Source: an optimization exercise on an open RTL-to-GDS flow (aim: small area). Production flows keep margins and buffers that such runs may drop. No run shown here included a check of the RTL's function; only the layout flow was run.

==> flow/design.v <==
module popcount #(
	parameter W_IN = 8,
	parameter W_OUT = $clog2(W_IN + 1)
) (
	input  wire [W_IN-1:0]  din,
	output wire [W_OUT-1:0] dout
);
reg [W_OUT-1:0] accum;
integer i;
always @ (*) begin
	accum = {W_OUT{1'b0}};
	for (i = 0; i < W_IN; i = i + 1)
		accum = accum + din[i];
end
assign dout = accum;
endmodule
module tmds_minimise (
	input  wire [7:0] d,
	output wire [8:0] q_m
);
wire [2:0] n_d;
popcount #(.W_IN(7)) pc_d (.din(d[7:1]), .dout(n_d));
wire x = n_d[2];
wire [7:0] pre = {^d[7:0], ^d[6:0], ^d[5:0], ^d[4:0], ^d[3:0], ^d[2:0], ^d[1:0], d[0]};
assign q_m = {!x, pre ^ {4{x, 1'b0}}};
endmodule
module tmds_balance (
	input  wire [8:0] q_m,
	input  wire [3:0] imb,
	output wire [9:0] q,
	output wire [3:0] imb_next
);
wire [3:0] n_q;
popcount #(.W_IN(8)) pc_q (.din(q_m[7:0]), .dout(n_q));
wire x = !q_m[8];
wire imb_zero = imb == 4'd0;
wire n_four = n_q == 4'd4;
wire inv = imb_zero || n_four ? x : (imb[3] == (n_q < 4'd4));
assign q = {inv, q_m[8], q_m[7:0] ^ {8{inv}}};
wire [3:0] d_q = n_q - 4'd4;
assign imb_next = inv ? imb + {3'b000, q_m[8]} - d_q : imb + d_q - {3'b000, x};
endmodule
module dvi_timing (
	input  wire clk,
	input  wire rst_n,
	input  wire en,
	output wire vsync,
	output wire hsync,
	output wire den
);
localparam S_FRONT_PORCH = 2'h0;
localparam S_SYNC        = 2'h1;
localparam S_BACK_PORCH  = 2'h2;
localparam S_ACTIVE      = 2'h3;
reg [9:0] h_ctr;
reg [1:0] h_state;
reg [8:0] v_ctr;
reg [1:0] v_state;
wire h_end = h_ctr == 10'd0;
wire v_advance = h_state == S_ACTIVE && h_end;
always @ (posedge clk or negedge rst_n) begin
	if (!rst_n) begin
		h_state <= S_FRONT_PORCH;
		h_ctr <= 10'd0;
	end else if (!en) begin
		h_ctr <= 10'd0;
		h_state <= S_FRONT_PORCH;
	end else begin
		h_ctr <= h_ctr - 1'b1;
		if (h_end) begin
			h_state <= h_state + 1'b1;
			case (h_state)
			S_FRONT_PORCH: h_ctr <= 10'd95;
			S_SYNC:        h_ctr <= 10'd47;
			S_BACK_PORCH:  h_ctr <= 10'd639;
			S_ACTIVE:      h_ctr <= 10'd15;
			endcase
		end
	end
end
always @ (posedge clk or negedge rst_n) begin
	if (!rst_n) begin
		v_state <= S_FRONT_PORCH;
		v_ctr <= 9'd0;
	end else if (!en) begin
		v_ctr <= 9'd0;
		v_state <= S_FRONT_PORCH;
	end else if (v_advance) begin
		v_ctr <= v_ctr - 1'b1;
		if (v_ctr == 9'd0) begin
			v_state <= v_state + 1'b1;
			case (v_state)
			S_FRONT_PORCH: v_ctr <= 9'd1;
			S_SYNC:        v_ctr <= 9'd32;
			S_BACK_PORCH:  v_ctr <= 9'd479;
			S_ACTIVE:      v_ctr <= 9'd9;
			endcase
		end
	end
end
assign hsync = h_state != S_SYNC;
assign vsync = v_state != S_SYNC;
assign den = h_state == S_ACTIVE && v_state == S_ACTIVE;
endmodule
module dvi_tx_parallel (
	input  wire       clk,
	input  wire       rst_n,
	input  wire       en,
	input  wire [7:0] r,
	input  wire [7:0] g,
	input  wire [7:0] b,
	output wire       rgb_rdy,
	output wire [9:0] tmds2,
	output wire [9:0] tmds1,
	output wire [9:0] tmds0
);
wire hsync, vsync, den;
dvi_timing inst_dvi_timing (
	.clk   (clk),
	.rst_n (rst_n),
	.en    (en),
	.vsync (vsync),
	.hsync (hsync),
	.den   (den)
);
assign rgb_rdy = den;
reg started;
reg den1, den2, den3;
reg [1:0] c1, c2;
always @ (posedge clk or negedge rst_n) begin
	if (!rst_n) begin
		started <= 1'b0;
		{den3, den2, den1} <= 3'b000;
		{c2, c1} <= 4'd0;
	end else begin
		started <= 1'b1;
		{den3, den2, den1} <= {den2, den1, den};
		{c2, c1} <= {c1, vsync, hsync};
	end
end
reg [1:0] c3;
always @ (posedge clk)
	c3 <= c2;
reg  [23:0] p1, p2;
reg  [8:0]  m2, m1, m0;
wire [8:0]  m2_nxt, m1_nxt, m0_nxt;
tmds_minimise min2 (.d(p2[23:16]), .q_m(m2_nxt));
tmds_minimise min1 (.d(p2[15:8]),  .q_m(m1_nxt));
tmds_minimise min0 (.d(p2[7:0]),   .q_m(m0_nxt));
always @ (posedge clk) begin
	p1 <= {r, g, b};
	p2 <= p1;
	m2 <= m2_nxt;
	m1 <= m1_nxt;
	m0 <= m0_nxt;
end
reg  [3:0] imb2, imb1, imb0;
wire [3:0] imb2_nxt, imb1_nxt, imb0_nxt;
wire [9:0] e2, e1, e0;
tmds_balance bal2 (.q_m(m2), .imb(imb2), .q(e2), .imb_next(imb2_nxt));
tmds_balance bal1 (.q_m(m1), .imb(imb1), .q(e1), .imb_next(imb1_nxt));
tmds_balance bal0 (.q_m(m0), .imb(imb0), .q(e0), .imb_next(imb0_nxt));
always @ (posedge clk) begin
	imb2 <= den3 ? imb2_nxt : 4'd0;
	imb1 <= den3 ? imb1_nxt : 4'd0;
	imb0 <= den3 ? imb0_nxt : 4'd0;
end
wire [9:0] ctl0 = {c3[1] ~^ c3[0], !c3[0], {3{c3[0], !c3[0]}}, c3[0], c3[0]};
wire [9:0] ctl00 = 10'b1101010100;
assign tmds2 = den3 ? e2 : ctl00 & {10{started}};
assign tmds1 = den3 ? e1 : ctl00 & {10{started}};
assign tmds0 = den3 ? e0 : ctl0  & {10{started}};
endmodule
==> flow/run.sh <==
#!/bin/bash
# synth_recipe.tcl (not shown) runs the flow's synth.tcl, then flattens the netlist and writes it again
# the make line also repeats each setting of config.mk as NAME=value (left out here)
make -C /OpenROAD-flow-scripts/flow DESIGN_CONFIG=/design/flow/config.mk WORK_HOME=/design/flow/orfs CLKGATE_MAP_FILE= SYNTH_SCRIPT=/design/flow/synth_recipe.tcl finish
==> flow/config.mk <==
export PLATFORM = sky130hd
export DESIGN_NAME = dvi_tx_parallel
export DESIGN_NICKNAME = dvi_tx_parallel
export VERILOG_FILES = /design/flow/design.v
export SDC_FILE = /design/flow/constraint.sdc
export NUM_CORES = 4
export LEC_CHECK = 0
export ABC_AREA = 1
export CAP_MARGIN = 20
export CORE_MARGIN = 2
export CORE_UTILIZATION = 40
export SLEW_MARGIN = 20
==> flow/constraint.sdc <==
create_clock -name core_clock -period 6.0 [get_ports {clk}]
set_input_delay 1.2000 -clock core_clock [delete_from_list [all_inputs] [get_ports {clk}]]
set_output_delay 1.2000 -clock core_clock [all_outputs]
set_load 0.01 [all_outputs]
==> impl_metrics.yaml, run 1 <==
status:
  status: "complete, no violations"
grt:
  grt_pass1_wl_mm: 21.96
  track_usage: 0.1511
  antenna_found_initial: 0
  grt_max_degree: 34
  grt.overflow.total: 0
  grt_pass1_vias: 4885
worst_hold_path:
  hold_depth: 0
  hold_class: "flip-flop to flip-flop"
  min_from: "p1[13]"
critical_path:
  worstSetupPathType: "flip-flop to output port"
  cp-end-kind: "output port"
  crit_start: "m2[0]"
  rr_worst_depth: 18
  crit_end: "tmds2[1]"
  critPathLaunchType: "flip-flop"
  critPathTopFamily: "adder cells"
  crit_chain: "fa_1 -> inv_1 -> fa_1 -> fa_1 -> inv_1 -> ha_1 -> fa_1 -> xnor2_2 -> inv_1 -> ha_1 -> nand2_1 -> nand2_1 -> nand2_2 -> nand2_2 -> a21oi_2 -> clkdlybuf4s50_1"
  r2r-start: "m1[0]"
  crit_buf_inv: 4
  crit_fanout: 9
  cp.arrival_ns: 4.74
  crit_required_ns: 4.80
  path_depth: 16
  critPathSlowestCell: "clkdlybuf4s50_1"
  crit_top_cell: "fa_1"
  r2r-end: "imb1[3]"
  r2r_setup_slack_ns: 1.97
  cpPeakStageDelay_ns: 0.56
placed_design:
  gp_congestion: 0.8017
  place_area_mm2: 0.007741
  io_buffers: 57
  place_ws_ns: 0.4069
  dp_hpwl_mm: 9.989
final_layout:
  postLayoutCellArea_mm2: 0.008531
  area_delta_synth_final_pct: 22.96
  antennaDiodeCount: 0
  fin_nets: 1083
  regArea_mm2: 0.002557
  multi_input_area_mm2: 0.003806
  n_fill_cell: 1663
  drive_gt1_frac: 0.09461
route:
  final_antenna_net_count: 0
  drc_errors: 0
  wirelength_mm: 13.41
  drt-vias-per-instance: 4.436
  drt-pass1-iter-count: 4
  routedWlPerCell_um: 11.10
  first_iter_violations: 190
  via_count: 5359
synthesis:
  synth_cell_types: 30
  syn_inst: 889
  synthSimpleGateAreaFrac: 0.2456
  ys.flop_type: "dfxtp_1"
  synth-edff-count: 0
  async_flop_share: 0.2583
  synth_top_area_cell: "dfxtp_1"
  synth_top_family_by_area: "simple AND/OR/NAND/NOR gates"
  ys_seq_area_frac: 0.3686
  ys.warnings.count: 4
  synth_top_area_frac: 0.2568
  syn-num-nets: 1002
  synthMuxAreaShare: 0.001623
  ys_seq_elements: 120
  synth-adder-area-share: 0.1811
  ys_top_cells_by_area: "dfxtp_1 (26%), nand2_1 (14%), dfrtp_1 (11%)"
  syn-mean-instance-area_um2: 7.804
  syn_area_mm2: 0.006938
  synth_compound_area_frac: 0.04923
  yosys.area_share.xor_xnor: 0.05645
clock_tree:
  cts_root_buffer: "clkbuf_16"
  cts_tree: "built"
  cts_buffers: 17
  cts-htree-levels: 4
  cts.sinks: 120
  clock_latency_ns: 0.41
  clk_pin_slew_ns: 0.06
  holdBufCountCts: 0
  max-clock-path-buffers: 2
floorplan:
  row_count: 48
  die_area_mm2: 0.01841
  core_mm2: 0.01712
  pin_count: 58
  start_util: 0.4053
  die_y_um: 135.7
  fp.dieW_um: 135.7
timing:
  fin_crit_sh: 0.9902
  finalWorstSetupSlack_ns: 0.05884
  max_slew_margin: 0.2797
  final_max_slew_viol_count: 0
  setup_viol: 0
  hold_viol: 0
  whs_ns: 0.3176
  finalSetupTns_ns: 0
  rsz0062_at_grt: "yes"
  max_slew.worst_pin.slew_ns: 1.080
  layout_min_cycle_time_ns: 5.941
  fmaxAchievable_mhz: 168.3
  clock_skew_ns: 0.006300
flow_run:
  drv_cap: 0
## per-layer routing
metal  track usage  vias up  routed length, µm
met5             0        -                  0
met4       0.06076        0                203
met3       0.02993       18                414
met2        0.2438       73               6028
met1        0.1989     2371               6758
li1              -     2897                  -
## cells in the final DEF, fill, tap and decap left out, types with 4 or more instances in the layout
cell / Yosys / final
a21oi_1: 18 / 15
a21oi_2: 5 / 8
buf_4: 1 / 12
clkbuf_16: 0 / 18
clkdlybuf4s50_1: 0 / 36
clkinvlp_4: 0 / 6
dfrtp_1: 31 / 31
dfxtp_1: 89 / 89
dlymetal6s2s_1: 0 / 21
fa_1: 24 / 24
ha_1: 62 / 62
inv_1: 154 / 154
inv_2: 8 / 8
nand2_1: 267 / 261
nand2_2: 6 / 12
nand2_4: 1 / 4
nand3_1: 69 / 66
nand3_2: 4 / 7
nand3b_1: 6 / 6
nand4_1: 5 / 5
nor2_1: 38 / 38
o21ai_0: 23 / 23
o21ai_1: 17 / 17
xnor2_1: 12 / 9
xnor2_2: 2 / 5
xor2_1: 29 / 29
## registers in the layout (all words and copies together) (netlist names), 4 cells and up
register / flops
p1: 24
m0: 9
m1: 9
inst_dvi_timing.h_ctr: 10
inst_dvi_timing.v_ctr: 9
imb0: 4
imb2: 4
p2: 24
m2: 9
imb1: 4
## per-stage QoR
step	util	cells
final	0.4984	1208
after global routing	0.4984	1208
after CTS	0.4860	1195
after detailed placement	0.4523	1163
after global placement	0.4523	1163
after floorplan	-	889
## cell usage after synthesis, types with 3 or more instances
cell type / n
inv_2: 8
a21oi_2: 5
nand3b_1: 6
buf_6: 3
nand2_2: 6
nand2_1: 267
dfrtp_1: 31
o21ai_0: 23
nor2_1: 38
xnor2_1: 12
dfxtp_1: 89
xor2_1: 29
nand3_2: 4
nand3_1: 69
nand4_1: 5
nor2_2: 3
fa_1: 24
ha_1: 62
o21ai_1: 17
inv_1: 154
a21oi_1: 18
clkbuf_1: 6
## worst min-delay path by stage
stage | endpoint | slack, ns
detailed placement | p2[7] | 0.31
finish | p2[13] | 0.32
global placement | p2[0] | 0.31
CTS | p2[13] | 0.32
floorplan | p2[0] | 0.31
global route | p2[11] | 0.32
## logic make-up (layout without fill, tap and decap cells)
family | after synthesis | in the layout
AOI/OAI and AO/OA | 64 | 64
xor gates and xnor gates | 43 | 43
adders and majority gates | 86 | 86
buffers and inverters | 172 | 263
DFF | 120 | 120
muxes | 1 | 1
other | 1 | 1
and+or+nand+nor | 402 | 405
## worst reg2reg max path, stage by stage, from the launching register on
cell     delay, ns
dfxtp_1       0.33
fa_1          0.53
inv_1         0.05
fa_1          0.46
fa_1          0.50
inv_1         0.04
ha_1          0.19
fa_1          0.48
inv_1         0.07
ha_1          0.38
inv_1         0.09
ha_1          0.29
nand2_1       0.11
nand2_1       0.06
nand2_1       0.05
nand2_1       0.05
nand2_1       0.06
nand3_1       0.06
a21oi_1       0.16
## repair_timing
action	CTS	global route
gates cloned	0	3
endpoints found under the setup margin	4	27
resized for setup	3	36
setup buffers	0	10
pin swaps	0	4
## final cells by class
class / count / area share
Multi-Input combinational cell: 600 / 0.4462
Sequential cell: 120 / 0.2998
Timing Repair Buffer: 69 / 0.08360
Inverter: 162 / 0.07128
Clock buffer: 22 / 0.05808
Tap cell: 225 / 0.03300
Clock inverter: 10 / 0.008067
==> run 2, diff against run 1 <==
--- a/flow/config.mk
+++ b/flow/config.mk
@@ -9,4 +9,6 @@
 export CAP_MARGIN = 20
 export CORE_MARGIN = 2
 export CORE_UTILIZATION = 40
+export CTS_BUF_LIST = sky130_fd_sc_hd__clkbuf_4
+export CTS_CLUSTER_SIZE = 20
 export SLEW_MARGIN = 20
==> run 2 against run 1 <==
Against the previous run:
- still clean on timing, DRC and antenna
- critical path depth increased by 1
- cell area shrank 4.3%
- die area unchanged
- register-to-register slack worse by 0.05 ns
- synthesized cell count unchanged
- wire length decreased by 0.84%
- maximum frequency up 4.1%
- largest cell class unchanged
==> impl_metrics.yaml, run 2 <==
synthesis:
  ys.flop_type: "dfxtp_1"
  synth_top_area_frac: 0.2568
  async_flop_share: 0.2583
  synth-edff-count: 0
  syn-num-nets: 1002
  syn_inst: 889
  ys_seq_area_frac: 0.3686
  ys_top_cells_by_area: "dfxtp_1 (26%), nand2_1 (14%), dfrtp_1 (11%)"
  syn-mean-instance-area_um2: 7.804
  synth_top_area_cell: "dfxtp_1"
  ys_seq_elements: 120
  ys.warnings.count: 4
  synth_cell_types: 30
  synth_common_cells: "nand2_1 (267), inv_1 (154), dfxtp_1 (89)"
  synth_most_common_cell: "nand2_1"
  syn_area_mm2: 0.006938
placed_design:
  io_buffers: 57
  dp_hpwl_mm: 9.989
  gp_congestion: 0.8017
  dp.cells: 1163
  place_area_mm2: 0.007741
  place_ws_ns: 0.4069
critical_path:
  worstSetupPathType: "flip-flop to output port"
  r2r-start: "m1[0]"
  critPathLaunchType: "flip-flop"
  cpPeakStageDelay_ns: 0.53
  crit_chain: "fa_1 -> inv_1 -> fa_1 -> fa_1 -> inv_1 -> ha_1 -> fa_2 -> xnor2_2 -> inv_1 -> ha_1 -> nand3_2 -> nand2_2 -> nand2_2 -> nand2_2 -> buf_4 -> a21oi_1 -> dlygate4sd2_1"
  rr_worst_depth: 18
  r2r-end: "imb1[3]"
  critPathSlowestCell: "fa_1"
  r2r_setup_slack_ns: 1.92
  crit_buf_inv: 5
  crit_fanout: 6
  cp-end-kind: "output port"
  critPathTopFamily: "adder cells"
  crit_required_ns: 4.80
  cp.arrival_ns: 4.51
clock_tree:
  cts-htree-levels: 4
  clk_pin_slew_ns: 0.11
  max-clock-path-buffers: 2
  cts_tree: "built"
  cts_root_buffer: "clkbuf_4"
  clock_latency_ns: 0.53
  cts.sinks: 120
  cts_buffers: 17
floorplan:
  die_y_um: 135.7
  core_mm2: 0.01712
  fp.dieW_um: 135.7
  row_count: 48
  start_util: 0.4053
  die_area_mm2: 0.01841
  pin_count: 58
route:
  first_iter_violations: 184
  drt-pass1-iter-count: 4
  wirelength_mm: 13.29
  drt-vias-per-instance: 4.431
  via_count: 5375
  routedWlPerCell_um: 10.96
  final_antenna_net_count: 0
  drc_errors: 0
grt:
  grt_pass1_vias: 4956
  antenna_found_initial: 1
  track_usage: 0.1528
  grt_pass1_wl_mm: 22.20
  grt_max_degree: 34
  grt.overflow.total: 0
timing:
  max_slew_margin: 0.2790
  layout_min_cycle_time_ns: 5.707
  max_slew.worst_pin.slew_ns: 1.081
  finalSetupTns_ns: 0
  fin_crit_sh: 0.9512
  fmaxAchievable_mhz: 175.2
  setup_viol: 0
  clock_skew_ns: 0.01820
  finalWorstSetupSlack_ns: 0.2930
  whs_ns: 0.3280
  final_max_slew_viol_count: 0
  hold_viol: 0
final_layout:
  layout_common_cells: "nand2_1 (260), inv_1 (154), dfxtp_1 (88), nand3_1 (66), ha_1 (62)"
  postLayoutCellArea_mm2: 0.008165
  n_fill_cell: 1726
  fin_nets: 1087
  largestRegisters: "p1 (24), p2 (24), inst_dvi_timing.h_ctr (10)"
  fin_util: 0.4770
  drive_gt1_frac: 0.1135
  area_delta_synth_final_pct: 17.69
  layoutNonFillerInstCount: 1213
  final_common_cell: "nand2_1"
status:
  status: "complete, no violations"
worst_hold_path:
  whs_endpoint: "p2[8]"
  hold_class: "flip-flop to flip-flop"
  hold_depth: 0
  min_from: "p1[8]"
flow_run:
  drv_cap: 0
run 2: cell types whose count changed in the layout (fill, tap and decap cells not counted), sizes merged:
| cell | before | now |
|---|---|---|
| dlygate4sd2 | 0 | 8 |
| clkdlybuf4s50 | 36 | 30 |
| bufinv | 0 | 1 |
| clkbuf | 22 | 29 |
| diode | 0 | 1 |
| dlymetal6s2s | 21 | 7 |
| nand2 | 277 | 276 |
| clkinv | 4 | 7 |
| buf | 12 | 18 |
run 2: cell type report:
type                       count  area, µm²  share of cell area
antenna                        1      2.502           0.0003065
clock buffer                  18      135.1             0.01655
clock inverter                14      110.1             0.01348
inverter                     162      608.1             0.07447
multi-input combinational    599       3824              0.4683
sequential                   120       2559              0.3134
tap                          225      281.5             0.03448
timing repair buffer          74      645.6             0.07907
run 2: cell families after synthesis:
group / Yosys count / synth area share
and+or+nand+nor: 402 / 0.2456
xor gates and xnor gates: 43 / 0.05645
DFF: 120 / 0.3686
adders and majority gates: 86 / 0.1811
muxes: 1 / 0.001623
buffers and inverters: 172 / 0.09684
AOI/OAI and AO/OA: 64 / 0.04923
other: 1 / 0.0005405
run 2: timing repair:
action	CTS	global route
hold buffers	0	0
resized for setup	33	44
pin swaps	3	6
setup buffers	6	9
gates cloned	1	1
setup endpoints to repair	25	25
run 2: routing by layer:
layer | track usage | part of all wire | wire length [µm] | vias to the layer above
met3 | 0.03554 | 0.028 | 374 | 10
li1 | - | - | - | 2909
met1 | 0.2001 | 0.51 | 6778 | 2397
met4 | 0.05208 | 0.0086 | 114 | 0
met5 | 0 | 0 | 0 | -
met2 | 0.2483 | 0.45 | 6025 | 59
run 2: how the worst max path moves through the flow:
stage,from,to,slack [ns],depth (start not counted)
finish,m1[0],tmds1[0],0.29,17
detailed placement,m1[0],tmds1[6],0.41,18
floorplan,m1[0],tmds1[0],1.21,16
global placement,m1[0],tmds1[6],0.48,18
CTS,m0[0],tmds0[6],0.006,18
global route,m2[0],tmds2[2],-0.002,21
==> run 3, diff against run 2 <==
--- a/flow/config.mk
+++ b/flow/config.mk
@@ -9,6 +9,7 @@
 export CAP_MARGIN = 20
 export CORE_MARGIN = 2
 export CORE_UTILIZATION = 40
-export CTS_BUF_LIST = sky130_fd_sc_hd__clkbuf_4
-export CTS_CLUSTER_SIZE = 20
+export CTS_BUF_LIST = sky130_fd_sc_hd__clkbuf_2 sky130_fd_sc_hd__clkbuf_4 sky130_fd_sc_hd__clkbuf_8
+export CTS_CLUSTER_DIAMETER = 100
+export CTS_CLUSTER_SIZE = 30
 export SLEW_MARGIN = 20
==> run 3 against run 2 <==
Against the previous run:
- area after synthesis stayed put
- cell area is 2.2% higher
- clock skew is 0.0074 ns lower
- critical path depth is 1 lower
- still clean
- non-clock buffer count is 4 lower
- via count is 0.15% lower
==> impl_metrics.yaml, run 3 <==
synthesis:
  synthMuxAreaShare: 0.001623
  ys.warnings.count: 4
  ys.flop_type: "dfxtp_1"
  ys_seq_area_frac: 0.3686
  syn_inst: 889
  async_flop_share: 0.2583
  syn-num-nets: 1002
  synth_top_area_frac: 0.2568
  ys_seq_elements: 120
  syn-mean-instance-area_um2: 7.804
  synthSimpleGateAreaFrac: 0.2456
  synth_common_cells: "nand2_1 (267), inv_1 (154), dfxtp_1 (89)"
  syn_area_mm2: 0.006938
  synth_cell_types: 30
  yosys.area_share.xor_xnor: 0.05645
  synth_top_family_by_area: "simple AND/OR/NAND/NOR gates"
  synth_compound_area_frac: 0.04923
  synth-adder-area-share: 0.1811
  ys_top_cells_by_area: "dfxtp_1 (26%), nand2_1 (14%), dfrtp_1 (11%)"
  synth_top_area_cell: "dfxtp_1"
  synth_most_common_cell: "nand2_1"
  synth-edff-count: 0
final_layout:
  drive_gt1_frac: 0.09369
  postLayoutCellArea_mm2: 0.008344
  final_common_cell: "nand2_1"
  largestRegisters: "p1 (24), p2 (24), inst_dvi_timing.h_ctr (10)"
  layout_common_cells: "nand2_1 (262), inv_1 (154), dfxtp_1 (89), nand3_1 (67), ha_1 (62)"
  layoutNonFillerInstCount: 1207
  area_delta_synth_final_pct: 20.27
  antennaDiodeCount: 0
  fin_nets: 1082
clock_tree:
  cts.sinks: 120
  clk_pin_slew_ns: 0.07
  max-clock-path-buffers: 2
  cts_buffers: 17
  cts_root_buffer: "clkbuf_8"
  clock_latency_ns: 0.44
  cts_tree: "built"
  holdBufCountCts: 0
  cts-htree-levels: 4
placed_design:
  dp_hpwl_mm: 9.989
  io_buffers: 57
  gp_congestion: 0.8017
  place_area_mm2: 0.007741
  dp.cells: 1163
floorplan:
  start_util: 0.4053
  die_area_mm2: 0.01841
  die_y_um: 135.7
  fp.dieW_um: 135.7
  pin_count: 58
  row_count: 48
  core_mm2: 0.01712
route:
  drc_errors: 0
  first_iter_violations: 192
  drt-vias-per-instance: 4.447
  via_count: 5367
  wirelength_mm: 13.21
  drt-pass1-iter-count: 4
  routedWlPerCell_um: 10.94
  final_antenna_net_count: 0
critical_path:
  crit_fanout: 9
  crit_required_ns: 4.80
  rr_worst_depth: 18
  r2r-start: "m1[0]"
  cp.arrival_ns: 4.57
  critPathLaunchType: "flip-flop"
  cp-end-kind: "output port"
  r2r_setup_slack_ns: 1.97
  r2r-end: "imb1[3]"
  worstSetupPathType: "flip-flop to output port"
  crit_start: "m0[0]"
timing:
  fmaxAchievable_mhz: 173.4
  setup_viol: 0
  layout_min_cycle_time_ns: 5.768
  whs_ns: 0.3199
  clock_skew_ns: 0.01079
  final_max_slew_viol_count: 0
  max_slew.worst_pin.slew_ns: 1.056
  fin_crit_sh: 0.9613
  max_slew_margin: 0.2962
  hold_viol: 0
worst_hold_path:
  whs_endpoint: "p2[12]"
  hold_depth: 0
  hold_class: "flip-flop to flip-flop"
  min_from: "p1[12]"
status:
  status: "complete, no violations"
grt:
  grt_pass1_vias: 4888
  track_usage: 0.1493
  grt_pass1_wl_mm: 21.82
  antenna_found_initial: 0
  grt.overflow.total: 0
  grt_max_degree: 34
flow_run:
  drv_cap: 0
## run 3: changes by cell type in the layout (fill, tap and decap cells not counted), sizes merged
| cell | before | now |
|---|---|---|
| dlymetal6s2s | 7 | 24 |
| nand2 | 276 | 275 |
| clkinv | 7 | 4 |
| dlygate4sd2 | 8 | 2 |
| clkbuf | 29 | 21 |
| clkdlybuf4s50 | 30 | 31 |
| diode | 1 | 0 |
| buf | 18 | 13 |
## run 3: final cells by class
type | count | area (µm²)
Clock buffer | 21 | 282.8
Clock inverter | 11 | 98.84
Fill cell | 1689 | 8772
Inverter | 162 | 608.1
Multi-Input combinational cell | 598 | 3790
Sequential cell | 120 | 2557
Tap cell | 225 | 281.5
Timing Repair Buffer | 70 | 725.7
## run 3: routing by layer
metal / global-route usage / wire, µm / vias to the layer above
met5: 0 / 0 / -
met4: 0.04340 / 138 / 0
met3: 0.03554 / 433 / 16
met2: 0.2421 / 5978 / 65
met1: 0.1987 / 6656 / 2397
li1: - / - / 2889
## run 3: cells by family (layout without fill, tap and decap cells)
kind of cell | count (synthesis) | count (layout)
adders and majority gates | 86 | 86
other | 1 | 1
buffers and inverters | 172 | 264
xor gates and xnor gates | 43 | 43
AOI/OAI and AO/OA | 64 | 64
and+or+nand+nor | 402 | 403
DFF | 120 | 120
muxes | 1 | 1
## run 3: per-stage QoR
stage          setup slack [ns]    util  setup TNS [ns]
6_report                 0.2321  0.4875               0
5_1_grt                -0.01266  0.4875        -0.01266
4_1_cts                0.001368  0.4773               0
3_5_place_dp             0.4069  0.4523               0
3_3_place_gp             0.4767  0.4523               0
2_1_floorplan             1.213       -               0
## run 3: worst max path at each step
| stage | to |
|---|---|
| floorplan | tmds1[0] |
| global placement | tmds1[6] |
| detailed placement | tmds1[6] |
| CTS | tmds2[0] |
| global route | tmds0[9] |
| finish | tmds0[9] |
## run 3: critical path, stage by stage (launching register included)
cell and delay, ns:
dfxtp_1 0.34, fa_1 0.54, inv_1 0.05, fa_1 0.46
fa_1 0.49, inv_1 0.04, ha_1 0.19, fa_1 0.42
xnor2_2 0.17, inv_1 0.10, ha_1 0.19, nand3_1 0.11
nand2_1 0.08, nand2_1 0.10, nand2_4 0.10, o21ai_1 0.18
clkdlybuf4s50_1 0.59
## run 3: repair_timing
action	4_1_cts	5_1_grt
pin swaps	2	2
gates resized for setup	7	36
cloned	0	1
buffers inserted	4	7
setup endpoints to repair	12	27

port drivers added, routing unchanged:
The results above use ideal ports. As a check the final layouts listed here were re-extracted and re-timed, cells and wires unchanged.
Step 1: set_driving_cell puts a clkbuf_16 on clk and a buf_2 on each other input, an assumption about the parent block.
Step 2, shift: input delay + t, output delay - t, t = (earliest + latest rising clock arrival at the registers) / 2. This alone moves slack from input paths to output paths.
Slacks: no drivers / after step 1 / after step 2; pairs: no drivers / after step 1.
run | t (ns) | setup WS [ns] | hold slack, ns | clock arrival spread, ns | pins driven straight from the clock port
run 1 | 0.447 | 0.059 / 0.022 / 0.469 | 0.318 / 0.318 / 0.318 | 0.007 / 0.007 | 1
run 2 | 0.552 | 0.293 / 0.258 / 0.810 | 0.328 / 0.328 / 0.328 | 0.022 / 0.022 | 1
run 3 | 0.460 | 0.232 / 0.200 / 0.660 | 0.320 / 0.320 / 0.320 | 0.016 / 0.016 | 1
After both steps every run listed still meets setup and hold.
